This is an optimization exercise on Yosys and OpenROAD, whose aim is small area and a short achievable clock period, not a production implementation.
RTL that was checked went through simulation tests only; none was proved equivalent to the original.
For runs 2 to 6, only the layout was checked, not whether the RTL still works.
No activity file was given, so power comes from the tool's default toggle rates.

==> flow/design.v <==
module bcd_fadd(
    input  [3:0] a,
    input  [3:0] b,
    input        cin,
    output       cout,
    output [3:0] sum );
    wire [4:0] s = a + b + cin;
    assign cout = (s > 5'd9);
    assign sum  = cout ? (s[3:0] + 4'd6) : s[3:0];
endmodule
module bcd_adder100_core( 
    input [399:0] a, b,
    input cin,
    output cout,
    output [399:0] sum );
	wire [99:0] cout_temp;
	bcd_fadd u_bcd_fadd(
		.a(a[3:0]),
		.b(b[3:0]),
		.cin(cin),
		.cout(cout_temp[0]),
		.sum(sum[3:0])
	);
	generate
		genvar i;
		for(i=1; i<100; i=i+1)
		begin : block1
			bcd_fadd u_bcd_fadd(
				.a(a[4*i+3 : 4*i]),
				.b(b[4*i+3 : 4*i]),
				.cin(cout_temp[i-1]),
				.cout(cout_temp[i]),
				.sum(sum[4*i+3 : 4*i])
			);
		end
	endgenerate
	assign cout = cout_temp[99]; 
endmodule
module bcd_adder100(
    input              clk,
    input      [399:0] a,
    input      [399:0] b,
    input              cin,
    output reg         cout,
    output reg [399:0] sum );
    reg  [399:0] a_r;
    reg  [399:0] b_r;
    reg          cin_r;
    wire         cout_w;
    wire [399:0] sum_w;
    bcd_adder100_core u_core(
        .a(a_r), .b(b_r), .cin(cin_r), .cout(cout_w), .sum(sum_w));
    always @(posedge clk) begin
        a_r   <= a;
        b_r   <= b;
        cin_r <= cin;
        cout  <= cout_w;
        sum   <= sum_w;
    end
endmodule
==> flow/run.sh <==
#!/bin/bash
# synth_recipe.tcl (not shown) runs the flow's synth.tcl, then flattens the netlist and writes it again
# the make line also repeats each setting of config.mk as NAME=value (left out here)
make -C /OpenROAD-flow-scripts/flow DESIGN_CONFIG=/design/flow/config.mk WORK_HOME=/design/flow/orfs CLKGATE_MAP_FILE= SYNTH_SCRIPT=/design/flow/synth_recipe.tcl finish
==> flow/config.mk <==
export PLATFORM = sky130hd
export DESIGN_NAME = bcd_adder100
export DESIGN_NICKNAME = bcd_adder100
export VERILOG_FILES = /design/flow/design.v
export SDC_FILE = /design/flow/constraint.sdc
export NUM_CORES = 4
export LEC_CHECK = 0
export CAP_MARGIN = 20
export CORE_MARGIN = 2
export CORE_UTILIZATION = 40
export SLEW_MARGIN = 20
==> flow/constraint.sdc <==
create_clock -name core_clock -period 180.0 [get_ports {clk}]
set_input_delay 36.0000 -clock core_clock [delete_from_list [all_inputs] [get_ports {clk}]]
set_output_delay 36.0000 -clock core_clock [all_outputs]
set_load 0.01 [all_outputs]
==> results of run 1 <==
cell usage in the layout (no fill, tap or decap), types with 3 or more instances in the layout:
master,n
clkdlybuf4s50_1,1202
diode_2,48
nor2b_1,3
and3b_1,98
fa_1,95
bufinv_16,9
fa_2,105
clkinvlp_4,3
a31o_2,41
clkbuf_8,31
a31oi_1,58
a21oi_1,203
nand3b_1,98
ha_1,498
clkinv_2,19
a21boi_0,157
a22o_1,97
xnor2_1,116
clkbuf_1,34
clkbuf_16,143
mux2i_1,100
nand2b_1,97
buf_4,185
a21o_1,100
nor2_1,155
o31a_1,136
inv_1,480
inv_2,15
o22ai_1,99
xnor2_2,84
dfxtp_1,1202
cell type report:
cell class,instances,area (sq um),share of cell area [%]
antenna,48,120,0.173
clock buffer,208,4130,5.97
clock inverter,38,487,0.703
inverter,495,1860,2.68
multi-input combinational,2353,23100,33.4
sequential,1202,24100,34.8
tap,1612,2020,2.91
timing repair buffer,1387,13400,19.4
per-layer routing:
layer,wire length [um],part of all wire [%],global-route usage (%)
met4,7420,4.6,12.6
met3,14200,8.8,9.15
met1,57900,36,25.9
met2,81100,50,43.9
met5,516,0.32,0
flip-flops by register name, summed over array words and instances (netlist names):
signal and cells:
cout 1, b_r 400, a_r 400, sum 400, cin_r 1
repair_timing:
item,4_1_cts,5_1_grt
endpoints found under the setup margin,0,20
gates resized for setup,0,208
endpoints found under the hold margin,0,0
buffers inserted,0,185
hold buffers,0,0
per-stage QoR:
stage,setup TNS [ns],cells
finish,0,7343
global route,-3.35,7325
CTS,0,7110
detailed placement,0,6864
global placement,0,6864
floorplan,0,4050
cell families after synthesis:
group	after synthesis	share of synthesized area, %
muxes	100	2.08
and+or+nand+nor	458	5.91
adders and majority gates	698	21.3
DFF	1202	50.0
xor gates and xnor gates	200	3.64
buffers and inverters	495	3.86
AOI/OAI and AO/OA	897	13.3
==> run_results.csv, run 1 <==
group,metric,value,unit
min_path,hold_start,"b_r[0]",
global_route,first_global_vias,34500,
synth,synth_area_per_cell,11.9,sq um
placed_design,pre_cts_ws,4.62,ns
timing,worst_slew_pin_slew,0.511,ns
critical_path,r2r_start,"a_r[0]",
timing,finalSetupViolCount,0,
timing,hold_slack,0.610,ns
min_path,worstHoldEndpoint,"sum[0]",
synth,synth_top_area_cell,"dfxtp_1",
critical_path,startpoint,"a_r[0]",
routing,viasPerCell,4.80,
floorplan,rows,127,
clocking,cts_made_buffers,136,
placed_design,io_buffers,1202,
clocking,clk_latency,0.76,ns
routing,drt_iter0_drc,1557,
synth,ys_top_cells_by_count,"dfxtp_1 (1202), ha_1 (498), inv_1 (495)",
floorplan,dieArea,123000,sq um
synth,ys_seq_area_share,50.0,%
routing,wl_per_cell,21.9,um
timing,slew_headroom,65.8,%
synth,synth_top_area_share,50.0,%
critical_path,crit_cells,955,
critical_path,cp_slowest_cell,"fa_2",
critical_path,critPathLaunchType,"flip-flop",
clocking,cts_tree,"built",
floorplan,die_x,351,um
power,p_leak,30.9,nW
critical_path,path_class,"reg2reg",
clocking,root_buffer,"clkbuf_16",
power,fin_total_pwr,0.976,mW
critical_path,cp.required,180.62,ns
power,maxPowerGroup,"combinational logic",
critical_path,crit_top_cell,"inv_1",
routing,wl,161000,um
power,p_per_area,14.1,nW/um^2
clocking,cts_buffer_depth,3,
critical_path,reg2regPathDepth,796,
placed_design,post-dp-hpwl,135000,um
routing,dr.pass1.iters,5,
timing,layout_setup_ws,7.39,ns
clocking,clk_pin_slew,0.06,ns
critical_path,arrival,173.23,ns
synth,synth_ff_type,"dfxtp_1",
min_path,hold_path.class,"reg2reg",
critical_path,crit_buf_inv,236,
min_path,min_path_cells,1,
power,p_int,0.677,mW
synth,syn_area,48200,sq um
clocking,clock_sinks,1202,
floorplan,initial_core_util,40.2,%
critical_path,slowest_delay,0.56,ns
routing,drc,0,
global_route,antenna_found_initial,102,
critical_path,rrSetupSlack,7.39,ns
synth,synth_edf_count,0,
floorplan,die_h,351,um
power,clock_power,0.284,mW
synth,yosys_warnings,1,
power,irDropWorstVdd,0.00000960,V
critical_path,crit_family,"adder cells",
timing,finalClockSkew,0.0294,ns
routing,ant_nets,0,
critical_path,crit_fanout,5,
synth,synthArstFlopShare,0,%
power,p_switching,0.299,mW
clocking,htree_levels,4,
synth,ys_top_cells_by_area,"dfxtp_1 (50%), ha_1 (13%), fa_1 (8.3%), inv_1 (3.9%), xnor2_1 (3.6%)",
global_route,grt-ovfl-total,0,
global_route,grt_max_degree,17,
floorplan,core-area,120000,sq um
cells_and_area,fillCellCount,10100,
cells_and_area,postLayoutCellArea,69200,sq um
placed_design,placed_area,62200,sq um
power,power.share.clock,29.1,%
timing,final_hold_viol_count,0,
routing,vias,35300,
power,sequentialPower,0.336,mW
power,p_sw_share,30.6,%
timing,maxSlewViolCount,0,
power,powerComb,0.357,mW
synth,synth.most_common_cell,"dfxtp_1",
cells_and_area,nNetsFinal,7075,
critical_path,crit_end,"sum[399]",
synth,syn_inst,4050,
cells_and_area,area_delta_synth_final,43.8,%
synth,synth_nets,5550,
timing,max_freq,5.79,MHz
global_route,grt_util_all_layers,24.9,%
floorplan,pin_count,1203,
cells_and_area,final_core_util,57.9,%
timing,fin_crit_sh,95.9,%
timing,period_needed,172.61,ns
placed_design,routabilityCongestion,0.946,
critical_path,r2r-end,"sum[399]",
power,p_comb_share,36.6,%
critical_path,worst_setup_path_end_kind,"flip-flop",
global_route,grt_first_pass_wirelength,220000,um
synth,ys_types,26,
flow_run,max_cap_viol_count,0,
status,status,"finished clean",
synth,synth-seq-cells,1202,
cells_and_area,drive_above_1_share,11.4,%
power,seq_power_share,34.4,%
==> run 2: changes to the inputs <==
==> flow/design.v (replaced) <==
module bcd_fadd(
    input  [3:0] a,
    input  [3:0] b,
    output       g,
    output [3:0] l );
    wire [4:0] s = a + b;
    assign g = (s > 5'd9);
    assign l = g ? (s[3:0] + 4'd6) : s[3:0];
endmodule
module bcd_finc(
    input  [3:0] l,
    input        g,
    input        c,
    output       cout,
    output [3:0] sum );
    assign cout = g | (l[3] & l[0] & c);            
    assign sum  = (c & l[3] & l[0]) ? 4'd0 : (l + {3'd0, c});
endmodule
module bcd_adder100_core(
    input  [399:0] l,
    input  [99:0]  g,
    input          cin,
    output         cout,
    output [399:0] sum );
    wire [100:0] c;
    assign c[0] = cin;
    genvar i;
    generate
        for (i = 0; i < 100; i = i + 1) begin : digit
            bcd_finc u_inc(
                .l(l[4*i+3 : 4*i]),
                .g(g[i]),
                .c(c[i]),
                .cout(c[i+1]),
                .sum(sum[4*i+3 : 4*i]));
        end
    endgenerate
    assign cout = c[100];
endmodule
module bcd_adder100(
    input              clk,
    input      [399:0] a,
    input      [399:0] b,
    input              cin,
    output reg         cout,
    output reg [399:0] sum );
    wire [399:0] l_w;
    wire [99:0]  g_w;
    reg  [399:0] l_r;
    reg  [99:0]  g_r;
    reg          cin_r;
    wire         cout_w;
    wire [399:0] sum_w;
    genvar i;
    generate
        for (i = 0; i < 100; i = i + 1) begin : pre
            bcd_fadd u_pre(
                .a(a[4*i+3 : 4*i]),
                .b(b[4*i+3 : 4*i]),
                .g(g_w[i]),
                .l(l_w[4*i+3 : 4*i]));
        end
    endgenerate
    bcd_adder100_core u_core(
        .l(l_r), .g(g_r), .cin(cin_r), .cout(cout_w), .sum(sum_w));
    always @(posedge clk) begin
        l_r   <= l_w;
        g_r   <= g_w;
        cin_r <= cin;
        cout  <= cout_w;
        sum   <= sum_w;
    end
endmodule
==> run_results.csv, run 2 <==
group,metric,value,unit
synth,synth_top_area_share,38.2,%
clocking,cts_buffer_depth,3,
timing,finalClockSkew,0.0240,ns
critical_path,critPathLaunchType,"input port",
routing,wl_per_cell,23.5,um
critical_path,worst_setup_path_end_kind,"flip-flop",
power,seq_power_share,35.9,%
cells_and_area,stdcell_count,7322,
routing,vias,37200,
timing,finalSetupViolCount,0,
routing,wl,172000,um
timing,fin_crit_sh,21.1,%
clocking,root_buffer,"clkbuf_16",
floorplan,rows,126,
placed_design,post-dp-hpwl,151000,um
synth,ys_top_cells_by_area,"dfxtp_1 (38%), ha_1 (20%), xnor2_1 (9.1%), fa_1 (4.2%), a21o_1 (3.4%)",
routing,wl_met3,12600,um
floorplan,pin_count,1203,
synth,synth_top_area_cell,"dfxtp_1",
synth,ys_seq_area_share,38.2,%
clocking,clock_sinks,902,
critical_path,crit_path_cell_trace,"clkdlybuf4s50_1, ha_1, fa_1, xnor2_1, ha_1, nor2b_1, a31oi_1, a221o_1, nand2b_1, xnor2_1",
power,fin_total_pwr,0.929,mW
synth,syn_inst,4383,
timing,finalSetupTns,0,ns
cells_and_area,drive_above_1_share,3.86,%
critical_path,slowest_delay,0.55,ns
routing,topRoutingLayerUsed,"met5",
synth,synth.most_common_cell,"dfxtp_1",
floorplan,initial_core_util,40.2,%
flow_run,max_cap_viol_count,0,
global_route,grt_first_pass_wirelength,244000,um
critical_path,cp.required,180.58,ns
clocking,cts_hold_buf,0,
routing,wl_met2,85100,um
critical_path,path_class,"in2reg",
placed_design,dp.cells,7118,
critical_path,crit_fanout,4,
routing,drc,0,
timing,final_hold_viol_count,0,
power,p_per_area,14.4,nW/um^2
synth,synthArstFlopShare,0,%
global_route,first_global_vias,37400,
routing,viasPerCell,5.08,
clocking,cts_tree,"built",
power,irDropWorstVdd,0.00000752,V
floorplan,die_h,348,um
routing,dr.pass1.iters,5,
floorplan,core-area,118000,sq um
routing,drt_iter0_drc,1561,
clocking,postCtsSetupBuffers,0,
timing,maxSlewViolCount,0,
global_route,grt-ovfl-total,0,
power,power.share.clock,22.3,%
power,p_int,0.601,mW
clocking,clk_pin_slew,0.06,ns
timing,rsz0062_at_grt,"no",
critical_path,arrival,38.63,ns
power,p_comb_share,41.8,%
status,status,"finished clean",
placed_design,pre_cts_ws,141.32,ns
placed_design,io_buffers,1202,
synth,ys_types,72,
synth,syn_area,47300,sq um
clocking,cts_resized,0,
clocking,htree_levels,3,
cells_and_area,final_core_util,55.0,%
critical_path,cp_slowest_cell,"clkdlybuf4s50_1",
power,p_sw_share,35.3,%
synth,ys_top_cells_by_count,"dfxtp_1 (902), ha_1 (754), xnor2_1 (493)",
synth,synth_nets,6039,
routing,met1_length,65500,um
synth,synth_area_per_cell,10.8,sq um
synth,synth_edf_count,0,
cells_and_area,mostFrequentLayoutCells,"clkdlybuf4s50_1 (1202), dfxtp_1 (902), ha_1 (754)",
synth,synth-seq-cells,902,
clocking,cts_made_buffers,99,
timing,slew_headroom,32.3,%
timing,layout_setup_ws,141.95,ns
routing,ant_nets,0,
global_route,grt_max_degree,15,
global_route,antenna_found_initial,62,
floorplan,dieArea,121000,sq um
power,p_leak,28.4,nW
power,p_switching,0.328,mW
placed_design,routabilityCongestion,0.957,
min_path,hold_path.class,"reg2reg",
cells_and_area,area_delta_synth_final,36.7,%
cells_and_area,reg_top3,"l_r x400, sum x400, g_r x100",
timing,max_freq,26.3,MHz
synth,yosys_warnings,1,
cells_and_area,nNetsFinal,7339,
cells_and_area,final_common_cell,"clkdlybuf4s50_1",
clocking,clk_latency,0.67,ns
timing,period_needed,38.05,ns
synth,synth_ff_type,"dfxtp_1",
floorplan,die_x,348,um
global_route,grt_util_all_layers,27.5,%
timing,worst_slew_pin_slew,1.01,ns
## run 2: critical path, delay by kind of cell
kind | cells | cell delay, ns
xor+xnor | 2 | 0.40
compound gates | 2 | 0.45
fa+ha+maj | 3 | 0.97
buf+inv | 1 | 0.55
simple gates | 2 | 0.24
## run 2: worst paths after layout
kind,startpoint,to,slack [ns],cells after the start
setup / recovery,a[264],l_r[267],141.95,10
hold / removal,l_r[151],sum[151],0.49,2
setup reg to reg,g_r[63],sum[377],175.16,12
hold reg to reg,l_r[151],sum[151],0.49,2
## run 2: kinds of logic (layout without fill, tap and decap cells)
group,count (synthesis),in the layout,share of synthesized area [%]
adder cells (fa/ha/maj),854,854,24.2
other,0,30,0
buffers and inverters,134,1507,1.07
AO/OA/AOI/OAI,790,790,12.5
flip-flops,902,902,38.2
multiplexers,100,100,2.12
AND/OR/NAND/NOR,1017,1017,11.2
XOR/XNOR,586,586,10.8
## run 2: power groups by stage
stage / clock network, mW / registers [mW] / logic, mW
final: 0.207 / 0.333 / 0.389
after global routing: 0.220 / 0.341 / 0.420
after CTS: 0.212 / 0.334 / 0.393
after detailed placement: 0 / 0.337 / 0.391
after global placement: 0 / 0.336 / 0.389
after floorplan: 0 / 0.344 / 0.168
## run 2: layout make-up
class                   count  area (sq um)
fillers                 10500         53000
multi-input cells        3347         28800
flip-flops and latches    902         18100
repair buffers           1206         12100
clock buffers             152          2960
well taps                1536          1920
inverters                 127           477
clock inverters            22           353
diodes                     30          75.1
## run 2: through the flow
step                hold slack [ns]  cell area [sq um]
finish                        0.485              64700
global route                  0.492              64600
CTS                           0.481              64600
detailed placement            0.472              61300
global placement              0.462              61300
floorplan                     0.441              47300
## run 2: per-layer routing
metal	up-vias	track usage, %
met5	-	0
li1	18300	-
met3	311	8.38
met4	60	12.9
met2	984	48.8
met1	17600	29.8
==> run 3: changes to the inputs <==
--- a/flow/design.v
+++ b/flow/design.v
@@ -3,9 +3,20 @@
     input  [3:0] b,
     output       g,
     output [3:0] l );
-    wire [4:0] s = a + b;
-    assign g = (s > 5'd9);
-    assign l = g ? (s[3:0] + 4'd6) : s[3:0];
+    wire       k = a[0] & b[0];
+    wire [3:0] h;
+    wire       c1, c2;
+    assign h[0] = a[1] ^ b[1] ^ k;
+    assign c1   = (a[1] & b[1]) | (a[1] & k) | (b[1] & k);
+    assign h[1] = a[2] ^ b[2] ^ c1;
+    assign c2   = (a[2] & b[2]) | (a[2] & c1) | (b[2] & c1);
+    assign h[2] = a[3] ^ b[3] ^ c2;
+    assign h[3] = (a[3] & b[3]) | (a[3] & c2) | (b[3] & c2);
+    assign g = h[3] | (h[2] & (h[1] | h[0]));
+    assign l[0] = a[0] ^ b[0];
+    assign l[1] = g ? ~(h[0] ^ h[3]) : h[0];
+    assign l[2] = g ? (h[3] | (h[1] & h[0])) & ~(h[3] & h[0]) : h[1];
+    assign l[3] = g ? (h[3] & h[0]) : h[2];
 endmodule
 module bcd_finc(
     input  [3:0] l,
@@ -13,8 +24,12 @@
     input        c,
     output       cout,
     output [3:0] sum );
-    assign cout = g | (l[3] & l[0] & c);            
-    assign sum  = (c & l[3] & l[0]) ? 4'd0 : (l + {3'd0, c});
+    wire w = l[0] & c;
+    assign cout   = g | (w & l[3]);                   
+    assign sum[0] = l[0] ^ c;
+    assign sum[1] = l[1] ^ (w & ~l[3]);
+    assign sum[2] = l[2] ^ (w & l[1]);
+    assign sum[3] = w ? (l[1] & l[2]) : l[3];
 endmodule
 module bcd_adder100_core(
     input  [399:0] l,
==> flow/flow/run.sh (new file) <==
#!/bin/bash
set -euo pipefail
export BUFFER_PORTS_ARGS="-buffer_cell sky130_fd_sc_hd__buf_1"
bash standard.sh > standard.log 2>&1
==> flow/standard.sh (new file) <==
#!/bin/bash
# synth_recipe.tcl (not shown) runs the flow's synth.tcl, then flattens the netlist and writes it again
# the make line also repeats each setting of config.mk as NAME=value (left out here)
make -C /OpenROAD-flow-scripts/flow DESIGN_CONFIG=/design/flow/config.mk WORK_HOME=/design/flow/orfs CLKGATE_MAP_FILE= SYNTH_SCRIPT=/design/flow/synth_recipe.tcl "${@:-finish}"
removed: flow/run.sh
==> run_results.csv, run 3 <==
group,metric,value,unit
status,status,"aborted with a tool error",
floorplan,die_h,329,um
floorplan,die_x,329,um
synth,synth_compound_area_share,11.5,%
synth,synth_top_area_share,42.8,%
synth,ys_top_cells_by_count,"dfxtp_1 (902), inv_1 (760), fa_1 (300), ha_1 (300), nor2_1 (278)",
synth,synthArstFlopShare,0,%
synth,synth_top_area_cell,"dfxtp_1",
synth,ys_types,20,
synth,synth.most_common_cell,"dfxtp_1",
synth,ys_top_cells_by_area,"dfxtp_1 (43%), fa_1 (14%), ha_1 (8.9%), inv_1 (6.8%), xnor2_1 (4.2%)",
synth,synth_edf_count,0,
synth,muxShareOfSynthArea,0,%
status,stop_stage,"I/O pin placement (3_2_place_iop)",
floorplan,rows,119,
synth,synth_area_per_cell,10.4,sq um
synth,yosys_warnings,1,
synth,synth-seq-cells,902,
synth,synth_ff_type,"dfxtp_1",
status,error_line,"[ERROR PPL-0024] Number of IO pins (1203) exceeds maximum number of available positions (1186). Increase the die perimeter from 1314.66um to 1636.08um.",
synth,synth_nets,5460,
synth,synth_adder_area_share,23.1,%
floorplan,initial_core_util,40.2,%
synth,yosys.area_share.simple,11.5,%
synth,syn_inst,4058,
synth,syn_area,42200,sq um
synth,ys_seq_area_share,42.8,%
synth,synth_top_family_by_area,"adder cells",
synth,yosys.area_share.xor_xnor,4.15,%
run 3: logic make-up after synthesis:
logic type | count (synthesis)
buffers and inverters | 778
and+or+nand+nor | 956
AOI/OAI and AO/OA | 622
adders and majority gates | 600
DFF | 902
xor gates and xnor gates | 200
==> run 4: changes to the inputs <==
==> flow/run.sh (new file) <==
#!/bin/bash
# synth_recipe.tcl (not shown) runs the flow's synth.tcl, then flattens the netlist and writes it again
# the make line also repeats each setting of config.mk as NAME=value (left out here)
make -C /OpenROAD-flow-scripts/flow DESIGN_CONFIG=/design/flow/config.mk WORK_HOME=/design/flow/orfs CLKGATE_MAP_FILE= SYNTH_SCRIPT=/design/flow/synth_recipe.tcl finish
removed: flow/flow/run.sh
removed: flow/standard.sh
==> run_results.csv, run 4 <==
group,metric,value,unit
status,status,"aborted with a tool error",
status,stop_stage,"I/O pin placement (3_2_place_iop)",
status,error_line,"[ERROR PPL-0024] Number of IO pins (1203) exceeds maximum number of available positions (1186). Increase the die perimeter from 1314.66um to 1636.08um.",
synth,ys_types,20,
floorplan,die_x,329,um
synth,syn_area,42200,sq um
synth,synth_area_per_cell,10.4,sq um
synth,ys_top_cells_by_area,"dfxtp_1 (43%), fa_1 (14%), ha_1 (8.9%), inv_1 (6.8%), xnor2_1 (4.2%)",
synth,synthArstFlopShare,0,%
synth,ys_seq_area_share,42.8,%
synth,synth_top_area_share,42.8,%
synth,synth_edf_count,0,
synth,syn_inst,4058,
floorplan,initial_core_util,40.2,%
synth,ys_top_cells_by_count,"dfxtp_1 (902), inv_1 (760), fa_1 (300), ha_1 (300), nor2_1 (278)",
synth,synth.most_common_cell,"dfxtp_1",
synth,synth_ff_type,"dfxtp_1",
synth,synth_top_area_cell,"dfxtp_1",
synth,synth-seq-cells,902,
synth,synth_nets,5460,
floorplan,rows,119,
synth,yosys_warnings,1,
floorplan,die_h,329,um
==> run 4: cell counts after synthesis <==
No cell type changed its count.
==> run 4: logic make-up after synthesis <==
kind of cell             count (synthesis)  share of synthesized area, %
flip-flops                             902                          42.8
buffers and inverters                  778                          6.93
AO/OA/AOI/OAI                          622                          11.5
AND/OR/NAND/NOR                        956                          11.5
adder cells (fa/ha/maj)                600                          23.1
XOR/XNOR                               200                          4.15
==> run 5: changes to the inputs <==
--- a/flow/config.mk
+++ b/flow/config.mk
@@ -6,6 +6,6 @@
 export NUM_CORES = 4
 export LEC_CHECK = 0
 export CAP_MARGIN = 20
-export CORE_MARGIN = 2
-export CORE_UTILIZATION = 40
+export CORE_AREA = 4 4 346 346
+export DIE_AREA = 0 0 350 350
 export SLEW_MARGIN = 20
==> run_results.csv, run 5 <==
group,metric,value,unit
cells_and_area,reg_top3,"l_r x400, sum x400, g_r x100",
critical_path,cp.required,180.60,ns
timing,finalClockSkew,0.0282,ns
synth,synth_nets,5460,
timing,max_freq,23.2,MHz
synth,ys_top_cells_by_count,"dfxtp_1 (902), inv_1 (760), fa_1 (300), ha_1 (300), nor2_1 (278)",
cells_and_area,postLayoutCellArea,59500,sq um
floorplan,die_h,350,um
floorplan,core-area,116000,sq um
global_route,first_global_vias,31200,
clocking,cts_hold_buf,0,
critical_path,crit_fanout,5,
timing,finalSetupTns,0,ns
critical_path,crit_family,"adder cells",
critical_path,rrSetupSlack,136.87,ns
routing,drt_iter0_drc,1594,
critical_path,crit_top_cell,"ha_1",
placed_design,io_buffers,1202,
critical_path,crit_buf_inv,0,
clocking,root_buffer,"clkbuf_16",
routing,viasPerCell,4.56,
placed_design,post-dp-hpwl,129000,um
synth,ys_top_cells_by_area,"dfxtp_1 (43%), fa_1 (14%), ha_1 (8.9%), inv_1 (6.8%), xnor2_1 (4.2%)",
placed_design,routabilityCongestion,0.961,
placed_design,placed_area,56100,sq um
global_route,antenna_found_initial,24,
synth,yosys_warnings,1,
timing,fin_crit_sh,24.0,%
power,p_sw_share,31.8,%
synth,synth_edf_count,0,
global_route,grt_first_pass_wirelength,205000,um
clocking,clock_sinks,902,
clocking,clk_pin_slew,0.06,ns
critical_path,cp_slowest_cell,"ha_1",
global_route,grt-ovfl-total,0,
global_route,grt_util_all_layers,23.2,%
synth,synthArstFlopShare,0,%
timing,period_needed,43.13,ns
power,p_comb_share,35.3,%
synth,ys_seq_area_share,42.8,%
clocking,cts_resized,0,
power,p_leak,26.1,nW
synth,synth-seq-cells,902,
timing,rsz0062_at_grt,"no",
min_path,hold_path.class,"reg2reg",
timing,maxSlewViolCount,0,
critical_path,slowest_delay,0.32,ns
power,p_switching,0.242,mW
power,p_int,0.518,mW
routing,wl_per_cell,21.2,um
clocking,cts_made_buffers,99,
global_route,grt_max_degree,15,
routing,ant_nets,0,
timing,worst_slew_pin_slew,0.635,ns
clocking,cts_buffer_depth,3,
routing,dr.pass1.iters,5,
power,p_per_area,12.8,nW/um^2
timing,slew_headroom,57.2,%
clocking,cts_tree,"built",
critical_path,critPathLaunchType,"flip-flop",
floorplan,dieArea,123000,sq um
floorplan,pin_count,1203,
synth,syn_area,42200,sq um
cells_and_area,area_delta_synth_final,41.1,%
power,irDropWorstVdd,0.00000816,V
routing,vias,31800,
synth,synth_ff_type,"dfxtp_1",
synth,ys_types,20,
synth,synth.most_common_cell,"dfxtp_1",
routing,wl,148000,um
cells_and_area,mostFrequentLayoutCells,"clkdlybuf4s50_1 (1202), dfxtp_1 (902), inv_1 (760)",
cells_and_area,drive_above_1_share,5.59,%
floorplan,die_x,350,um
critical_path,path_class,"reg2reg",
routing,drc,0,
clocking,postCtsSetupBuffers,0,
power,power.share.clock,27.4,%
timing,finalSetupViolCount,0,
timing,final_hold_viol_count,0,
synth,syn_inst,4058,
cells_and_area,nNetsFinal,6763,
floorplan,rows,125,
power,seq_power_share,37.3,%
clocking,htree_levels,3,
critical_path,worst_setup_path_end_kind,"flip-flop",
clocking,clk_latency,0.67,ns
floorplan,initial_core_util,36.3,%
status,status,"finished clean",
cells_and_area,final_common_cell,"clkdlybuf4s50_1",
synth,synth_top_area_share,42.8,%
synth,synth_area_per_cell,10.4,sq um
critical_path,arrival,43.73,ns
synth,synth_top_area_cell,"dfxtp_1",
flow_run,max_cap_viol_count,0,
## run 5: layout make-up
| type | count | area, sq um |
|---|---|---|
| Inverter | 778 | 2920 |
| Antenna cell | 10 | 25.0 |
| Multi-Input combinational cell | 2378 | 21200 |
| Clock inverter | 39 | 529 |
| Sequential cell | 902 | 18100 |
| Timing Repair Buffer | 1202 | 12000 |
| Tap cell | 1524 | 1910 |
| Fill cell | 10400 | 56700 |
| Clock buffer | 137 | 2850 |
## run 5: path summary, 6_finish.rpt
kind | cells after the start | to | from
max | 201 | sum[397] | l_r[0]
min | 1 | cout | g_r[99]
max reg2reg | 201 | sum[397] | l_r[0]
min reg2reg | 1 | cout | g_r[99]
## run 5: kinds of logic after synthesis
kind of cell | count (synthesis) | synth area share (%)
XOR/XNOR | 200 | 4.15
AND/OR/NAND/NOR | 956 | 11.5
flip-flops | 902 | 42.8
buffers and inverters | 778 | 6.93
AO/OA/AOI/OAI | 622 | 11.5
adder cells (fa/ha/maj) | 600 | 23.1
## run 5: metal layers
layer,vias up,global-route usage [%],part of all wire [%]
li1,15600,-,-
met1,15000,26.4,38
met2,965,41.3,50
met3,221,6.12,7.2
met4,8,9.49,4.3
met5,-,0,0.036
## run 5: power by group through the flow
stage	clock network (mW)	registers (mW)	logic [mW]
6_report	0.208	0.284	0.268
2_1_floorplan	0	0.299	0.103
5_1_grt	0.222	0.290	0.287
3_3_place_gp	0	0.287	0.269
4_1_cts	0.214	0.284	0.272
3_5_place_dp	0	0.288	0.270
## run 5: worst reg2reg max path, delay by kind of cell (launching register included)
family                   cells  cell delay, ns
AO/OA/AOI/OAI               99           19.23
XOR/XNOR                     1            0.11
AND/OR/NAND/NOR              1            0.10
adder cells (fa/ha/maj)    100           23.36
flip-flops                   1            0.30
## run 5: stage by stage
stage | hold WS (ns) | util (%) | setup slack, ns | total power, mW | cells
floorplan | 0.382 | - | 141.61 | 0.402 | 4058
global route | 0.442 | 51.2 | 134.09 | 0.798 | 6967
detailed placement | 0.406 | 48.3 | 136.71 | 0.558 | 6784
finish | 0.420 | 51.2 | 136.87 | 0.760 | 6970
global placement | 0.406 | 48.3 | 137.26 | 0.556 | 6784
CTS | 0.423 | 51.2 | 136.53 | 0.770 | 6960
==> run 6: changes to the inputs <==
==> flow/flow/run.sh (new file) <==
#!/bin/bash
set -euo pipefail
export BUFFER_PORTS_ARGS="-buffer_cell sky130_fd_sc_hd__buf_1"
bash standard.sh > standard.log 2>&1
==> flow/standard.sh (new file) <==
#!/bin/bash
# synth_recipe.tcl (not shown) runs the flow's synth.tcl, then flattens the netlist and writes it again
# the make line also repeats each setting of config.mk as NAME=value (left out here)
make -C /OpenROAD-flow-scripts/flow DESIGN_CONFIG=/design/flow/config.mk WORK_HOME=/design/flow/orfs CLKGATE_MAP_FILE= SYNTH_SCRIPT=/design/flow/synth_recipe.tcl "${@:-finish}"
removed: flow/run.sh
==> run_results.csv, run 6 <==
group,metric,value,unit
routing,drt_iter0_drc,1777,
cells_and_area,nNetsFinal,6761,
clocking,root_buffer,"clkbuf_16",
synth,ys_top_cells_by_count,"dfxtp_1 (902), inv_1 (760), fa_1 (300), ha_1 (300), nor2_1 (278)",
placed_design,post-dp-hpwl,119000,um
power,p_per_area,13.5,nW/um^2
critical_path,path_class,"reg2reg",
timing,period_needed,43.21,ns
cells_and_area,drive_above_1_share,5.41,%
synth,synth.most_common_cell,"dfxtp_1",
timing,finalSetupViolCount,0,
global_route,first_global_vias,31400,
clocking,postCtsSetupBuffers,0,
synth,synth_top_area_share,42.8,%
clocking,cts_tree,"built",
global_route,grt_util_all_layers,21.6,%
cells_and_area,area_delta_synth_final,23.3,%
power,p_leak,22.8,nW
clocking,htree_levels,3,
floorplan,pin_count,1203,
placed_design,io_buffers,1202,
min_path,hold_path.class,"reg2reg",
synth,ys_top_cells_by_area,"dfxtp_1 (43%), fa_1 (14%), ha_1 (8.9%), inv_1 (6.8%), xnor2_1 (4.2%)",
critical_path,arrival,43.76,ns
flow_run,max_cap_viol_count,0,
status,status,"finished clean",
timing,finalSetupTns,0,ns
timing,maxSlewViolCount,0,
cells_and_area,final_common_cell,"buf_1",
clocking,clk_pin_slew,0.06,ns
clocking,clk_latency,0.66,ns
cells_and_area,reg_top3,"l_r x400, sum x400, g_r x100",
floorplan,initial_core_util,36.3,%
clocking,clock_sinks,902,
synth,ys_types,20,
critical_path,worst_setup_path_end_kind,"flip-flop",
routing,vias,32100,
synth,synth_edf_count,0,
critical_path,critPathLaunchType,"flip-flop",
timing,final_hold_viol_count,0,
cells_and_area,final_core_util,44.7,%
timing,max_freq,23.1,MHz
synth,synth_area_per_cell,10.4,sq um
timing,slew_headroom,33.7,%
synth,syn_area,42200,sq um
synth,synth_nets,5460,
timing,worst_slew_pin_slew,0.985,ns
timing,rsz0062_at_grt,"no",
critical_path,crit_fanout,5,
power,irDropWorstVdd,0.00000864,V
clocking,cts_made_buffers,97,
placed_design,routabilityCongestion,1.04,
clocking,cts_buffer_depth,3,
synth,yosys_warnings,1,
critical_path,cp_slowest_cell,"ha_1",
floorplan,die_h,350,um
timing,fin_crit_sh,24.0,%
cells_and_area,ff_latch_area,18100,sq um
synth,syn_inst,4058,
clocking,cts_resized,0,
routing,wl,138000,um
global_route,grt_first_pass_wirelength,195000,um
routing,drc,0,
routing,dr.pass1.iters,5,
routing,ant_nets,0,
synth,ys_seq_area_share,42.8,%
synth,synth_ff_type,"dfxtp_1",
synth,synth_top_area_cell,"dfxtp_1",
critical_path,cp.required,180.55,ns
floorplan,die_x,350,um
cells_and_area,multiInputGateArea,21200,sq um
floorplan,core-area,116000,sq um
synth,synth-seq-cells,902,
critical_path,slowest_delay,0.32,ns
routing,wl_per_cell,19.8,um
cells_and_area,mostFrequentLayoutCells,"buf_1 (1202), dfxtp_1 (902), inv_1 (760)",
global_route,antenna_found_initial,22,
cells_and_area,fillCellCount,11200,
timing,finalClockSkew,0.0293,ns
floorplan,rows,125,
clocking,cts_hold_buf,0,
floorplan,dieArea,123000,sq um
global_route,grt-ovfl-total,0,
global_route,grt_max_degree,14,
synth,synthArstFlopShare,0,%
power,fin_total_pwr,0.703,mW
routing,viasPerCell,4.61,
-- run 6: final cells by class --
| cell class | instances | area share (%) |
|---|---|---|
| multi-input cells | 2378 | 40.8 |
| flip-flops and latches | 902 | 34.7 |
| repair buffers | 1202 | 8.68 |
| inverters | 778 | 5.62 |
| clock buffers | 144 | 5.47 |
| well taps | 1524 | 3.67 |
| clock inverters | 29 | 0.982 |
| diodes | 14 | 0.0674 |
-- run 6: path summary, 6_finish.rpt --
kind / start / end / slack, ns / cells after the start
min reg2reg: l_r[92] / sum[92] / 0.44 / 1
min: l_r[92] / sum[92] / 0.44 / 1
max reg2reg: l_r[0] / cout / 136.79 / 200
max: l_r[0] / cout / 136.79 / 200
-- run 6: routing by layer --
layer / GRT usage (%) / part of all wire, % / up-vias
met2: 36.3 / 48 / 1073
met1: 26.1 / 41 / 15200
met4: 10.8 / 5.1 / 8
li1: - / - / 15600
met5: 0.706 / 0.099 / -
met3: 4.69 / 6.2 / 253
-- run 6: critical path, delay by kind of cell, from the launching register on --
kind / cells / cell delay (ns)
AO/OA/AOI/OAI: 100 / 19.45
adder cells (fa/ha/maj): 100 / 23.27
flip-flops: 1 / 0.30
-- run 6: cell families (layout without fill, tap and decap cells) --
family	after synthesis	in the layout	synth area share, %
XOR/XNOR	200	200	4.15
other	0	14	0
AND/OR/NAND/NOR	956	956	11.5
AO/OA/AOI/OAI	622	622	11.5
flip-flops	902	902	42.8
adder cells (fa/ha/maj)	600	600	23.1
buffers and inverters	778	2153	6.93
-- run 6: where the power goes --
part	switching, mW	internal [mW]
Sequential	0.0310	0.257
Clock	0.0815	0.127
Combinational	0.125	0.0819
Total	0.237	0.466
-- run 6: metrics by stage --
stage	instances	hold WS (ns)	worst slack, ns	cell area [sq um]
final	6971	0.444	136.79	52000
after global routing	6967	0.450	134.25	52000
after CTS	6957	0.452	136.37	51900
after detailed placement	6784	0.439	136.48	48600
after global placement	6784	0.435	137.06	48600
after floorplan	4058	0.382	141.61	42200
==> run 7: changes to the inputs <==
--- a/flow/design.v
+++ b/flow/design.v
@@ -3,20 +3,15 @@
     input  [3:0] b,
     output       g,
     output [3:0] l );
-    wire       k = a[0] & b[0];
-    wire [3:0] h;
-    wire       c1, c2;
-    assign h[0] = a[1] ^ b[1] ^ k;
+    wire k = a[0] & b[0];
+    wire c1, c2;
+    assign l[0] = a[0] ^ b[0];
+    assign l[1] = a[1] ^ b[1] ^ k;
     assign c1   = (a[1] & b[1]) | (a[1] & k) | (b[1] & k);
-    assign h[1] = a[2] ^ b[2] ^ c1;
+    assign l[2] = a[2] ^ b[2] ^ c1;
     assign c2   = (a[2] & b[2]) | (a[2] & c1) | (b[2] & c1);
-    assign h[2] = a[3] ^ b[3] ^ c2;
-    assign h[3] = (a[3] & b[3]) | (a[3] & c2) | (b[3] & c2);
-    assign g = h[3] | (h[2] & (h[1] | h[0]));
-    assign l[0] = a[0] ^ b[0];
-    assign l[1] = g ? ~(h[0] ^ h[3]) : h[0];
-    assign l[2] = g ? (h[3] | (h[1] & h[0])) & ~(h[3] & h[0]) : h[1];
-    assign l[3] = g ? (h[3] & h[0]) : h[2];
+    assign l[3] = a[3] ^ b[3] ^ c2;
+    assign g    = (a[3] & b[3]) | (a[3] & c2) | (b[3] & c2);
 endmodule
 module bcd_finc(
     input  [3:0] l,
@@ -24,12 +19,22 @@
     input        c,
     output       cout,
     output [3:0] sum );
-    wire w = l[0] & c;
-    assign cout   = g | (w & l[3]);                   
+    wire [3:0] h = {g, l[3:1]};
+    wire gen  = h[3] | (h[2] & (h[1] | h[0]));       
+    wire prop = (h[2] & ~h[1] & ~h[0]) & l[0];        
+    assign cout = gen | (c & prop);
+    wire is4 = h[2] & ~h[1] & ~h[0];
+    wire is9 = h[3] & h[0];
+    wire is3 = ~h[2] & h[1] & h[0];
+    wire is8 = h[3] & ~h[0];
+    wire [2:0] m;    
+    assign m[0] = h[0] ^ gen;
+    assign m[1] = h[1] ^ (~h[0] & (h[3] | (h[2] & h[1])));
+    assign m[2] = is4 | is9;
     assign sum[0] = l[0] ^ c;
-    assign sum[1] = l[1] ^ (w & ~l[3]);
-    assign sum[2] = l[2] ^ (w & l[1]);
-    assign sum[3] = w ? (l[1] & l[2]) : l[3];
+    assign sum[1] = m[0] ^ (c & (l[0] & ~m[2]));
+    assign sum[2] = m[1] ^ (c & (l[0] & m[0]));
+    assign sum[3] = m[2] ^ (c & (l[0] & (m[2] | is3 | is8)));
 endmodule
 module bcd_adder100_core(
     input  [399:0] l,
==> flow/flow/run.sh (replaced) <==
#!/bin/bash
# The standard layout (standard.sh), with two changes:
#  - synthesis maps with an area-oriented ABC script (flow/abc_area.script)
#    and skips the early "abc -fast" of Yosys's synth (-noabc), so the full
#    and half adders are extracted from the design as written;
#  - every port is buffered with the smallest buffer, buf_1.
# The rest of ORFS's scripts is used unchanged, from a copy in this folder.
set -euo pipefail
rm -rf scripts_local
cp -r "$FLOW_HOME/scripts" scripts_local
cp flow/abc_area.script scripts_local/abc_speed.script
export SCRIPTS_DIR="$PWD/scripts_local"
export SYNTH_ARGS="-noabc"
export BUFFER_PORTS_ARGS="-buffer_cell sky130_fd_sc_hd__buf_1"
bash standard.sh > standard.log 2>&1
==> flow/flow/abc_area.script (new file) <==
&get -n
&st
&dch
&nf -R 1000
&put
topo
stime -c
--- a/flow/config.mk
+++ b/flow/config.mk
@@ -7,5 +7,6 @@
 export LEC_CHECK = 0
 export CAP_MARGIN = 20
 export CORE_AREA = 4 4 346 346
+export CTS_BUF_LIST = sky130_fd_sc_hd__clkbuf_4
 export DIE_AREA = 0 0 350 350
 export SLEW_MARGIN = 20
==> run_results.csv, run 7 <==
group,metric,value,unit
status,status,"finished clean",
global_route,grt_max_degree,17,
synth,synth_area_per_cell,11.5,sq um
floorplan,die_x,350,um
critical_path,crit_fanout,1,
floorplan,core-area,116000,sq um
critical_path,cp_slowest_cell,"buf_1",
timing,period_needed,38.01,ns
global_route,grt-ovfl-total,0,
floorplan,dieArea,123000,sq um
placed_design,io_buffers,1202,
clocking,htree_levels,4,
timing,finalSetupTns,0,ns
critical_path,critPathLaunchType,"flip-flop",
floorplan,pin_count,1203,
clocking,cts_tree,"built",
cells_and_area,mostFrequentLayoutCells,"buf_1 (1202), dfxtp_1 (902), clkbuf_4 (317)",
placed_design,dp.cells,5927,
clocking,clk_pin_slew,0.06,ns
critical_path,crit_buf_inv,1,
power,p_comb_share,29.4,%
routing,wl_per_cell,19.2,um
power,irDropWorstVdd,0.00000668,V
synth,ys_top_cells_by_area,"dfxtp_1 (49%), fa_1 (16%), xnor2_1 (7.1%), xor2_1 (5.0%), a21oi_1 (3.8%)",
critical_path,r2r_start,"l_r[1]",
global_route,first_global_vias,28200,
floorplan,rows,125,
synth,synth_ff_type,"dfxtp_1",
timing,worst_slew_pin_slew,0.806,ns
synth,synth_nets,4403,
timing,fin_crit_sh,21.1,%
min_path,hold_path.class,"reg2reg",
synth,synth_edf_count,0,
floorplan,initial_core_util,31.7,%
power,seq_power_share,44.9,%
critical_path,cp.required,144.00,ns
global_route,grt_util_all_layers,19.0,%
critical_path,crit_family,"buffers and inverters",
power,p_sw_share,35.9,%
critical_path,worst_setup_path_end_kind,"output port",
critical_path,crit_cells,1,
routing,drc,0,
global_route,grt_first_pass_wirelength,170000,um
routing,drt_iter0_drc,1450,
synth,synth-seq-cells,902,
routing,dr.pass1.iters,5,
synth,yosys_warnings,1,
critical_path,rrSetupSlack,148.06,ns
timing,finalSetupViolCount,0,
cells_and_area,nNetsFinal,5835,
critical_path,reg2regPathDepth,201,
synth,synth.most_common_cell,"dfxtp_1",
placed_design,routabilityCongestion,0.914,
synth,syn_inst,3201,
power,p_switching,0.230,mW
timing,final_hold_viol_count,0,
routing,wl,122000,um
critical_path,arrival,2.01,ns
synth,ys_types,27,
critical_path,slowest_delay,0.60,ns
synth,synth_top_area_cell,"dfxtp_1",
cells_and_area,reg_top3,"l_r x400, sum x400, g_r x100",
timing,finalClockSkew,0.0850,ns
clocking,clk_latency,1.14,ns
clocking,root_buffer,"clkbuf_4",
routing,viasPerCell,4.41,
cells_and_area,fillCellCount,11600,
clocking,clock_sinks,902,
critical_path,path_class,"reg2out",
critical_path,crit_end,"sum[168]",
timing,maxSlewViolCount,0,
synth,syn_area,36900,sq um
power,p_per_area,13.9,nW/um^2
timing,max_freq,26.3,MHz
timing,slew_headroom,46.5,%
synth,synthArstFlopShare,0,%
clocking,cts_hold_buf,0,
routing,ant_nets,0,
synth,ys_seq_area_share,49.0,%
cells_and_area,area_delta_synth_final,24.8,%
power,p_int,0.410,mW
cells_and_area,stdcell_count,6317,
synth,synth_top_area_share,49.0,%
placed_design,post-dp-hpwl,104000,um
cells_and_area,drive_above_1_share,7.02,%
synth,ys_top_cells_by_count,"dfxtp_1 (902), nor2_1 (308), xnor2_1 (301)",
critical_path,r2r-end,"sum[399]",
cells_and_area,final_common_cell,"buf_1",
floorplan,die_h,350,um
critical_path,crit_path_cell_trace,"buf_1",
clocking,cts_buffer_depth,3,
timing,rsz0062_at_grt,"no",
flow_run,max_cap_viol_count,0,
clocking,postCtsSetupBuffers,0,
routing,vias,27900,
power,power.share.clock,25.7,%
critical_path,startpoint,"sum[168]",
power,p_leak,18.6,nW
global_route,antenna_found_initial,28,
clocking,cts_resized,0,
clocking,cts_made_buffers,228,
run 7: cell types whose count changed in the layout (fill, tap and decap cells not counted), moves of 200 or more:
cell and delta:
inv_1 -760, clkbuf_4 +317, a21oi_1 +278, nand2b_1 -248
xor2_1 +211, ha_1 -200
run 7: worst min-delay path by stage:
stage          depth (start not counted)  startpoint       to  slack, ns
2_1_floorplan                          1      l_r[4]   sum[4]       0.46
3_3_place_gp                           1      l_r[4]   sum[4]       0.48
3_5_place_dp                           1      l_r[4]   sum[4]       0.48
4_1_cts                                1     l_r[20]  sum[20]       0.42
5_1_grt                                1     l_r[20]  sum[20]       0.48
6_report                               1     l_r[20]  sum[20]       0.46
run 7: cell families after synthesis:
logic type      after synthesis  share of synthesized area, %
fa+ha+maj                   400                          19.7
buf+inv                      95                         0.967
compound gates              473                          8.06
xor+xnor                    512                          12.2
flops                       902                          49.0
simple gates                819                          10.2
run 7: through the flow:
| step | setup WS (ns) | hold slack (ns) | cell area, sq um | utilization, % | power (mW) |
|---|---|---|---|---|---|
| finish | 141.99 | 0.456 | 46000 | 39.6 | 0.640 |
| global route | 141.74 | 0.484 | 46000 | 39.6 | 0.679 |
| CTS | 141.82 | 0.422 | 46000 | 39.6 | 0.650 |
| detailed placement | 142.14 | 0.484 | 43300 | 37.3 | 0.481 |
| global placement | 142.17 | 0.484 | 43300 | 37.3 | 0.480 |
| floorplan | 142.52 | 0.457 | 36900 | - | 0.386 |
run 7: per-layer routing:
metal  track usage, %  share of wire (%)
met1             22.3                 40
met4             7.21                2.9
met3             5.97                7.5
met2             32.5                 49
met5                0              0.033
run 7: power groups by stage:
stage	Combinational, mW	Sequential, mW	Clock [mW]
2_1_floorplan	0.0855	0.300	0
3_3_place_gp	0.189	0.291	0
3_5_place_dp	0.190	0.291	0
4_1_cts	0.191	0.288	0.171
5_1_grt	0.205	0.293	0.182
6_report	0.188	0.287	0.164
run 7: final cells by class:
class	instances	area [sq um]	share of cell area [%]
clock inverter	53	315	0.685
timing repair buffer	1202	4510	9.80
sequential	902	18100	39.2
clock buffer	317	2380	5.17
inverter	95	357	0.774
antenna	20	50.0	0.109
multi-input combinational	2204	18500	40.1
tap	1524	1910	4.14
==> run 8: changes to the inputs <==
--- a/flow/config.mk
+++ b/flow/config.mk
@@ -7,6 +7,5 @@
 export LEC_CHECK = 0
 export CAP_MARGIN = 20
 export CORE_AREA = 4 4 346 346
-export CTS_BUF_LIST = sky130_fd_sc_hd__clkbuf_4
 export DIE_AREA = 0 0 350 350
 export SLEW_MARGIN = 20
==> run_results.csv, run 8 <==
group,metric,value,unit
status,status,"finished clean",
power,p_switching,0.231,mW
floorplan,rows,125,
synth,synthArstFlopShare,0,%
clocking,cts_tree,"built",
routing,ant_nets,0,
flow_run,max_cap_viol_count,0,
timing,worst_slew_pin_slew,0.816,ns
routing,dr.pass1.iters,5,
synth,synth_edf_count,0,
critical_path,worst_setup_path_end_kind,"output port",
power,seq_power_share,42.7,%
timing,finalSetupTns,0,ns
synth,synth_top_area_cell,"dfxtp_1",
critical_path,slowest_delay,0.61,ns
power,p_sw_share,34.3,%
synth,synth_nets,4403,
timing,max_freq,26.6,MHz
cells_and_area,area_delta_synth_final,26.1,%
power,irDropWorstVdd,0.00000751,V
global_route,grt_max_degree,15,
routing,vias,27100,
timing,maxSlewViolCount,0,
power,p_per_area,14.5,nW/um^2
power,p_leak,18.5,nW
cells_and_area,drive_above_1_share,3.22,%
synth,syn_area,36900,sq um
synth,ys_types,27,
critical_path,path_class,"reg2out",
timing,rsz0062_at_grt,"no",
synth,synth_area_per_cell,11.5,sq um
synth,ys_top_cells_by_area,"dfxtp_1 (49%), fa_1 (16%), xnor2_1 (7.1%), xor2_1 (5.0%), a21oi_1 (3.8%)",
synth,yosys_warnings,1,
routing,drc,0,
critical_path,cp.required,144.00,ns
synth,synth-seq-cells,902,
synth,ys_top_cells_by_count,"dfxtp_1 (902), nor2_1 (308), xnor2_1 (301)",
timing,final_hold_viol_count,0,
routing,wl,120000,um
clocking,cts_resized,0,
critical_path,crit_family,"buffers and inverters",
synth,syn_inst,3201,
clocking,cts_hold_buf,0,
synth,synth.most_common_cell,"dfxtp_1",
timing,slew_headroom,45.8,%
clocking,cts_made_buffers,97,
cells_and_area,final_core_util,40.0,%
critical_path,arrival,1.58,ns
floorplan,core-area,116000,sq um
power,p_int,0.442,mW
placed_design,placed_area,43300,sq um
timing,finalClockSkew,0.0235,ns
min_path,hold_path.class,"reg2reg",
placed_design,routabilityCongestion,0.914,
routing,viasPerCell,4.44,
critical_path,crit_buf_inv,1,
clocking,postCtsSetupBuffers,0,
clocking,clk_latency,0.65,ns
global_route,first_global_vias,27100,
timing,fin_crit_sh,20.9,%
clocking,clk_pin_slew,0.06,ns
global_route,antenna_found_initial,23,
critical_path,critPathLaunchType,"flip-flop",
clocking,cts_buffer_depth,3,
routing,drt_iter0_drc,1544,
power,power.share.clock,29.4,%
synth,synth_top_area_share,49.0,%
critical_path,crit_path_cell_trace,"buf_1",
floorplan,die_x,350,um
global_route,grt_util_all_layers,18.7,%
cells_and_area,mostFrequentLayoutCells,"buf_1 (1202), dfxtp_1 (902), nor2_1 (308)",
placed_design,post-dp-hpwl,104000,um
cells_and_area,fillCellCount,11500,
timing,period_needed,37.58,ns
cells_and_area,nNetsFinal,5704,
placed_design,io_buffers,1202,
power,p_comb_share,27.9,%
timing,finalSetupViolCount,0,
clocking,clock_sinks,902,
clocking,htree_levels,3,
cells_and_area,final_common_cell,"buf_1",
floorplan,initial_core_util,31.7,%
clocking,root_buffer,"clkbuf_16",
routing,wl_per_cell,19.7,um
synth,synth_ff_type,"dfxtp_1",
global_route,grt-ovfl-total,0,
cells_and_area,postLayoutCellArea,46500,sq um
floorplan,pin_count,1203,
floorplan,dieArea,123000,sq um
cells_and_area,reg_top3,"l_r x400, sum x400, g_r x100",
global_route,grt_first_pass_wirelength,168000,um
critical_path,crit_fanout,1,
timing,hold_slack,0.490,ns
critical_path,cp_slowest_cell,"buf_1",
synth,ys_seq_area_share,49.0,%
floorplan,die_h,350,um
-- run 8: metrics by stage --
stage | cells | setup WS (ns) | total power [mW]
final | 6107 | 142.42 | 0.673
after global routing | 6099 | 142.33 | 0.710
after global placement | 5927 | 142.17 | 0.480
after floorplan | 3201 | 142.52 | 0.386
after CTS | 6095 | 142.39 | 0.683
after detailed placement | 5927 | 142.14 | 0.481
-- run 8: worst paths after layout --
kind	from	end	slack [ns]	depth (start not counted)
setup / recovery	sum[168]	sum[168]	142.42	1
hold / removal	l_r[4]	sum[4]	0.49	1
setup reg to reg	l_r[1]	sum[399]	148.02	201
hold reg to reg	l_r[4]	sum[4]	0.49	1
-- run 8: kinds of logic (layout without fill, tap and decap cells) --
kind of cell               after synthesis  count (layout)  share of synthesized area (%)
AOI/OAI and AO/OA                      473             473                           8.06
xor gates and xnor gates               512             512                           12.2
adders and majority gates              400             400                           19.7
buffers and inverters                   95            1465                          0.967
DFF                                    902             902                           49.0
other                                    0              12                              0
and+or+nand+nor                        819             819                           10.2
-- run 8: metal layers --
layer / share of wire [%] / up-vias / track usage (%)
met5: 0.032 / - / 0
met4: 3.4 / 6 / 6.72
met3: 7.0 / 182 / 4.95
met2: 49 / 907 / 32.2
met1: 41 / 12800 / 22.4
li1: - / 13200 / -
-- run 8: area by class of cell --
| type | count | area, sq um | area share (%) |
|---|---|---|---|
| multi-input combinational | 2204 | 18500 | 39.7 |
| sequential | 902 | 18100 | 38.8 |
| tap | 1524 | 1910 | 4.10 |
| inverter | 95 | 357 | 0.767 |
| antenna | 12 | 30.0 | 0.0646 |
| clock inverter | 38 | 503 | 1.08 |
| clock buffer | 130 | 2680 | 5.77 |
| timing repair buffer | 1202 | 4510 | 9.70 |
-- run 8: power groups by stage --
stage | clock (mW) | sequential [mW] | combinational (mW)
floorplan | 0 | 0.300 | 0.0855
global placement | 0 | 0.291 | 0.189
detailed placement | 0 | 0.291 | 0.190
CTS | 0.204 | 0.288 | 0.191
global route | 0.212 | 0.293 | 0.205
finish | 0.198 | 0.287 | 0.188
==> run 9: changes to the inputs <==
--- a/flow/design.v
+++ b/flow/design.v
@@ -23,18 +23,17 @@
     wire gen  = h[3] | (h[2] & (h[1] | h[0]));       
     wire prop = (h[2] & ~h[1] & ~h[0]) & l[0];        
     assign cout = gen | (c & prop);
+    wire w = l[0] & c;
+    assign sum[0] = l[0] ^ c;
     wire is4 = h[2] & ~h[1] & ~h[0];
     wire is9 = h[3] & h[0];
-    wire is3 = ~h[2] & h[1] & h[0];
-    wire is8 = h[3] & ~h[0];
     wire [2:0] m;    
     assign m[0] = h[0] ^ gen;
     assign m[1] = h[1] ^ (~h[0] & (h[3] | (h[2] & h[1])));
     assign m[2] = is4 | is9;
-    assign sum[0] = l[0] ^ c;
-    assign sum[1] = m[0] ^ (c & (l[0] & ~m[2]));
-    assign sum[2] = m[1] ^ (c & (l[0] & m[0]));
-    assign sum[3] = m[2] ^ (c & (l[0] & (m[2] | is3 | is8)));
+    assign sum[1] = m[0] ^ (w & ~m[2]);
+    assign sum[2] = m[1] ^ (w & m[0]);
+    assign sum[3] = w ? (m[0] & m[1]) : m[2];
 endmodule
 module bcd_adder100_core(
     input  [399:0] l,
--- a/flow/config.mk
+++ b/flow/config.mk
@@ -7,5 +7,8 @@
 export LEC_CHECK = 0
 export CAP_MARGIN = 20
 export CORE_AREA = 4 4 346 346
+export CTS_BUF_LIST = sky130_fd_sc_hd__clkbuf_16
+export CTS_CLUSTER_DIAMETER = 80
+export CTS_CLUSTER_SIZE = 20
 export DIE_AREA = 0 0 350 350
 export SLEW_MARGIN = 20
==> run_results.csv, run 9 <==
group,metric,value,unit
status,status,"finished clean",
cells_and_area,area_delta_synth_final,23.0,%
synth,synth_top_area_share,51.9,%
timing,final_hold_viol_count,0,
clocking,cts_buffer_depth,3,
clocking,clock_sinks,902,
critical_path,cp.required,144.00,ns
routing,dr.pass1.iters,6,
cells_and_area,drive_above_1_share,1.57,%
synth,synth_edf_count,0,
global_route,grt_max_degree,21,
floorplan,die_x,350,um
floorplan,core-area,116000,sq um
global_route,first_global_vias,25000,
routing,vias,24600,
synth,ys_types,12,
cells_and_area,nNetsFinal,5363,
power,irDropWorstVdd,0.00000868,V
floorplan,rows,125,
timing,fin_crit_sh,20.9,%
routing,drt_iter0_drc,1382,
floorplan,die_h,350,um
power,p_leak,16.2,nW
clocking,htree_levels,2,
min_path,hold_path.class,"reg2reg",
global_route,grt_first_pass_wirelength,161000,um
synth,synth_area_per_cell,12.4,sq um
timing,finalClockSkew,0.0267,ns
critical_path,r2r-end,"sum[398]",
critical_path,r2r_start,"l_r[1]",
critical_path,path_class,"reg2out",
critical_path,arrival,1.63,ns
floorplan,initial_core_util,30.0,%
synth,ys_seq_area_share,51.9,%
synth,synth_top_area_cell,"dfxtp_1",
placed_design,routabilityCongestion,0.943,
synth,syn_area,34800,sq um
synth,synthArstFlopShare,0,%
synth,ys_top_cells_by_count,"dfxtp_1 (902), fa_1 (300), nand2_1 (300), xnor2_1 (300)",
floorplan,pin_count,1203,
timing,finalSetupViolCount,0,
synth,synth.most_common_cell,"dfxtp_1",
timing,period_needed,37.63,ns
timing,slew_headroom,37.4,%
critical_path,reg2regPathDepth,202,
critical_path,crit_buf_inv,1,
routing,drc,0,
critical_path,critPathLaunchType,"flip-flop",
critical_path,rrSetupSlack,155.03,ns
critical_path,crit_fanout,1,
clocking,cts_hold_buf,0,
cells_and_area,stdcell_count,5606,
min_path,worstHoldEndpoint,"sum[356]",
synth,synth_ff_type,"dfxtp_1",
clocking,clk_pin_slew,0.08,ns
synth,ys_top_cells_by_area,"dfxtp_1 (52%), fa_1 (17%), xnor2_1 (7.5%), ha_1 (7.2%), nand2_1 (3.2%)",
placed_design,dp.cells,5528,
power,fin_total_pwr,0.591,mW
power,p_per_area,13.8,nW/um^2
synth,syn_inst,2802,
critical_path,worst_setup_path_end_kind,"output port",
synth,synth-seq-cells,902,
cells_and_area,reg_top3,"l_r x400, sum x400, g_r x100",
clocking,cts_tree,"built",
floorplan,dieArea,123000,sq um
min_path,min_path_cells,1,
synth,yosys_warnings,1,
timing,max_freq,26.6,MHz
cells_and_area,mostFrequentLayoutCells,"buf_1 (1202), dfxtp_1 (902), nand2_1 (300), xnor2_1 (300), fa_1 (300)",
cells_and_area,final_common_cell,"buf_1",
cells_and_area,final_core_util,36.8,%
routing,viasPerCell,4.39,
placed_design,placed_area,41200,sq um
critical_path,crit_path_cell_trace,"buf_1",
global_route,antenna_found_initial,23,
flow_run,max_cap_viol_count,0,
min_path,hold_start,"l_r[356]",
placed_design,io_buffers,1202,
timing,finalSetupTns,0,ns
clocking,cts_resized,0,
routing,wl_per_cell,21.1,um
routing,wl,118000,um
global_route,grt-ovfl-total,0,
routing,ant_nets,0,
timing,worst_slew_pin_slew,0.943,ns
clocking,clk_latency,0.63,ns
cells_and_area,postLayoutCellArea,42800,sq um
clocking,postCtsSetupBuffers,0,
timing,rsz0062_at_grt,"no",
critical_path,cp_slowest_cell,"buf_1",
synth,synth_nets,4104,
clocking,cts_made_buffers,55,
timing,maxSlewViolCount,0,
critical_path,slowest_delay,0.70,ns
global_route,grt_util_all_layers,18.3,%
placed_design,post-dp-hpwl,104000,um
clocking,root_buffer,"clkbuf_16",
critical_path,crit_family,"buffers and inverters",
## run 9: final cells by class
class,instances,area (sq um)
inverters,100,375
fillers,11600,73400
diodes,11,27.5
repair buffers,1202,4510
well taps,1524,1910
flip-flops and latches,902,18100
clock inverters,10,121
multi-input cells,1800,16400
clock buffers,57,1430
## run 9: metrics by stage
step                      hold slack, ns  setup WS, ns
after floorplan                    0.443        142.52
after global placement             0.463        142.28
after detailed placement           0.466        142.24
after CTS                          0.490        142.29
after global routing               0.502        142.28
final                              0.480        142.37
## run 9: worst max-delay path by stage
stage / start / to / cells after the start
6_report: sum[349] / sum[349] / 1
5_1_grt: sum[191] / sum[191] / 1
4_1_cts: sum[349] / sum[349] / 1
3_5_place_dp: b[184] / l_r[187] / 5
3_3_place_gp: b[184] / l_r[187] / 5
2_1_floorplan: a[100] / l_r[103] / 4
## run 9: metal layers
metal  track usage [%]  wire (um)  vias to the layer above
met4              7.96       5160                       10
met5              1.53        333                        -
met1              21.8      47300                    11600
li1                  -          -                    11900
met2              29.3      54000                      886
met3              7.10      11500                      192
## run 9: cells by family (layout without fill, tap and decap cells)
kind of cell | after synthesis | in the layout | synth area share (%)
xor+xnor | 400 | 400 | 10.1
buf+inv | 100 | 1369 | 1.08
flops | 902 | 902 | 51.9
simple gates | 600 | 600 | 7.19
fa+ha+maj | 500 | 500 | 24.4
other cells | 0 | 11 | 0
compound gates | 300 | 300 | 5.39
## run 9: power by group
part           switching [mW]  internal, mW  total [mW]
Sequential             0.0303         0.255       0.285
Clock                  0.0669        0.0576       0.125
Combinational           0.117        0.0646       0.181
==> run 10: changes to the inputs <==
--- a/flow/config.mk
+++ b/flow/config.mk
@@ -9,6 +9,6 @@
 export CORE_AREA = 4 4 346 346
 export CTS_BUF_LIST = sky130_fd_sc_hd__clkbuf_16
 export CTS_CLUSTER_DIAMETER = 80
-export CTS_CLUSTER_SIZE = 20
+export CTS_CLUSTER_SIZE = 28
 export DIE_AREA = 0 0 350 350
 export SLEW_MARGIN = 20
==> run_results.csv, run 10 <==
group,metric,value,unit
status,status,"finished clean",
critical_path,crit_path_cell_trace,"buf_1",
routing,drt_iter0_drc,1447,
synth,synth_top_area_share,51.9,%
min_path,min_path_cells,1,
synth,yosys_warnings,1,
floorplan,dieArea,123000,sq um
global_route,antenna_found_initial,23,
clocking,cts_buffer_depth,3,
critical_path,reg2regPathDepth,202,
clocking,clk_pin_slew,0.10,ns
critical_path,cp_slowest_cell,"buf_1",
global_route,first_global_vias,24900,
cells_and_area,mostFrequentLayoutCells,"buf_1 (1202), dfxtp_1 (902), nand2_1 (300), xnor2_1 (300), fa_1 (300)",
timing,worst_slew_pin_slew,0.994,ns
timing,max_freq,26.5,MHz
synth,synth_edf_count,0,
cells_and_area,final_common_cell,"buf_1",
timing,maxSlewViolCount,0,
power,p_switching,0.213,mW
placed_design,pre_cts_ws,142.24,ns
synth,synth_top_area_cell,"dfxtp_1",
clocking,cts_made_buffers,44,
placed_design,placed_area,41200,sq um
critical_path,r2r-end,"sum[398]",
cells_and_area,postLayoutCellArea,42600,sq um
clocking,clk_latency,0.63,ns
synth,synthArstFlopShare,0,%
timing,finalClockSkew,0.0471,ns
power,power.share.clock,19.8,%
power,p_sw_share,36.7,%
min_path,worstHoldEndpoint,"sum[356]",
synth,syn_area,34800,sq um
clocking,cts_hold_buf,0,
routing,vias,24600,
global_route,grt-ovfl-total,0,
global_route,grt_max_degree,29,
cells_and_area,drive_above_1_share,1.50,%
clocking,clock_sinks,902,
synth,ys_types,12,
timing,rsz0062_at_grt,"no",
synth,synth.most_common_cell,"dfxtp_1",
routing,ant_nets,0,
critical_path,cp.required,144.00,ns
floorplan,die_x,350,um
timing,fin_crit_sh,20.9,%
floorplan,core-area,116000,sq um
critical_path,arrival,1.67,ns
critical_path,rrSetupSlack,155.28,ns
routing,wl_per_cell,21.1,um
critical_path,path_class,"reg2out",
synth,synth_area_per_cell,12.4,sq um
synth,synth_ff_type,"dfxtp_1",
cells_and_area,reg_top3,"l_r x400, sum x400, g_r x100",
critical_path,slowest_delay,0.74,ns
clocking,postCtsSetupBuffers,0,
placed_design,post-dp-hpwl,104000,um
power,p_leak,16.1,nW
power,p_comb_share,31.1,%
synth,ys_top_cells_by_count,"dfxtp_1 (902), fa_1 (300), nand2_1 (300), xnor2_1 (300)",
timing,final_hold_viol_count,0,
clocking,cts_tree,"built",
synth,ys_top_cells_by_area,"dfxtp_1 (52%), fa_1 (17%), xnor2_1 (7.5%), ha_1 (7.2%), nand2_1 (3.2%)",
global_route,grt_first_pass_wirelength,160000,um
critical_path,crit_fanout,1,
power,p_per_area,13.6,nW/um^2
synth,synth_nets,4104,
power,seq_power_share,49.1,%
cells_and_area,nNetsFinal,5352,
critical_path,r2r_start,"l_r[1]",
timing,finalSetupTns,0,ns
floorplan,rows,125,
cells_and_area,area_delta_synth_final,22.4,%
power,irDropWorstVdd,0.00000785,V
global_route,grt_util_all_layers,18.3,%
timing,period_needed,37.67,ns
critical_path,crit_buf_inv,1,
min_path,hold_path.class,"reg2reg",
clocking,cts_resized,0,
routing,drc,0,
routing,wl,118000,um
synth,syn_inst,2802,
critical_path,critPathLaunchType,"flip-flop",
routing,dr.pass1.iters,7,
clocking,htree_levels,2,
timing,finalSetupViolCount,0,
critical_path,worst_setup_path_end_kind,"output port",
floorplan,die_h,350,um
routing,viasPerCell,4.38,
min_path,hold_start,"l_r[356]",
floorplan,pin_count,1203,
cells_and_area,stdcell_count,5606,
clocking,root_buffer,"clkbuf_16",
synth,ys_seq_area_share,51.9,%
timing,slew_headroom,34.0,%
placed_design,io_buffers,1202,
placed_design,dp.cells,5528,
flow_run,max_cap_viol_count,0,
cells_and_area,final_core_util,36.7,%
placed_design,routabilityCongestion,0.943,
timing,layout_setup_ws,142.33,ns
critical_path,crit_family,"buffers and inverters",
power,p_int,0.367,mW
synth,synth-seq-cells,902,
floorplan,initial_core_util,30.0,%
-- run 10: cell counts after synthesis --
Identical to the previous run, type by type.
-- run 10: cell families (layout without fill, tap and decap cells) --
group                      after synthesis  count (layout)  synth area share (%)
adders and majority gates              500             500                  24.4
other                                    0              13                     0
buffers and inverters                  100            1367                  1.08
xor gates and xnor gates               400             400                  10.1
and+or+nand+nor                        600             600                  7.19
DFF                                    902             902                  51.9
AOI/OAI and AO/OA                      300             300                  5.39
-- run 10: power by group through the flow --
| stage | Combinational [mW] | Clock [mW] | Sequential, mW |
|---|---|---|---|
| 2_1_floorplan | 0.0765 | 0 | 0.299 |
| 3_3_place_gp | 0.181 | 0 | 0.289 |
| 3_5_place_dp | 0.182 | 0 | 0.289 |
| 4_1_cts | 0.184 | 0.119 | 0.285 |
| 5_1_grt | 0.198 | 0.126 | 0.291 |
| 6_report | 0.181 | 0.115 | 0.285 |
-- run 10: metrics by stage --
step	hold slack, ns	power (mW)
after floorplan	0.443	0.375
after global placement	0.463	0.470
after detailed placement	0.466	0.471
after CTS	0.456	0.588
after global routing	0.492	0.615
final	0.451	0.581
-- run 10: worst max-delay path by stage --
| stage | start | endpoint | slack, ns | cells past startpoint |
|---|---|---|---|---|
| final | sum[349] | sum[349] | 142.33 | 1 |
| after floorplan | a[100] | l_r[103] | 142.52 | 4 |
| after global routing | sum[349] | sum[349] | 142.25 | 1 |
| after detailed placement | b[184] | l_r[187] | 142.24 | 5 |
| after global placement | b[184] | l_r[187] | 142.28 | 5 |
| after CTS | sum[349] | sum[349] | 142.29 | 1 |
-- run 10: cell type report --
cell class	instances	area, sq um
Fill cell	11600	73600
Clock inverter	20	231
Antenna cell	13	32.5
Sequential cell	902	18100
Multi-Input combinational cell	1800	16400
Clock buffer	45	1130
Inverter	100	375
Timing Repair Buffer	1202	4510
Tap cell	1524	1910
-- run 10: per-layer routing --
layer | track usage [%] | part of all wire [%]
met5 | 1.30 | 0.25
met4 | 7.84 | 4.3
met3 | 6.75 | 9.6
met2 | 29.2 | 46
met1 | 22.0 | 40

[static timing again, ports no longer ideal]
The flow's constraints put no driver on any port. The routed layouts listed below were extracted and timed again, unchanged, in two steps. Step 1 (the two cells are an assumption about what drives the block):
set clk [get_ports {clk}]
set_driving_cell -lib_cell sky130_fd_sc_hd__clkbuf_16 $clk
set_driving_cell -lib_cell sky130_fd_sc_hd__buf_2 [delete_from_list [all_inputs] $clk]
Step 2, shift: input delay + t, output delay - t, t = (earliest + latest rising clock arrival at the registers) / 2. This alone moves slack from input paths to output paths. a / b / c = ideal ports / drivers / drivers and shift; a / b = the first two.
run | shift t [ns] | slack for setup (ns) | worst slew at a driven data input, ns | pins driven straight from the clock port
run 1 | 0.826 | 7.390 / 7.390 / 7.390 | 0.23 | 1
run 2 | 0.742 | 141.954 / 142.006 / 141.271 | 0.19 | 1
run 5 | 0.738 | 136.866 / 136.866 / 136.866 | 0.19 | 1
run 6 | 0.724 | 136.793 / 136.793 / 136.793 | 0.13 | 1
run 7 | 1.171 | 141.991 / 141.918 / 142.202 | 0.25 | 1
run 8 | 0.718 | 142.421 / 142.346 / 142.180 | 0.26 | 1
run 9 | 0.698 | 142.367 / 142.290 / 142.242 | 0.33 | 1
run 10 | 0.682 | 142.334 / 142.261 / 142.264 | 0.24 | 1
After both steps setup and hold are still met in every run listed. The setup slack of run 2, which loses most, moves by +0.052 ns with the drivers and by -0.683 ns with both steps.
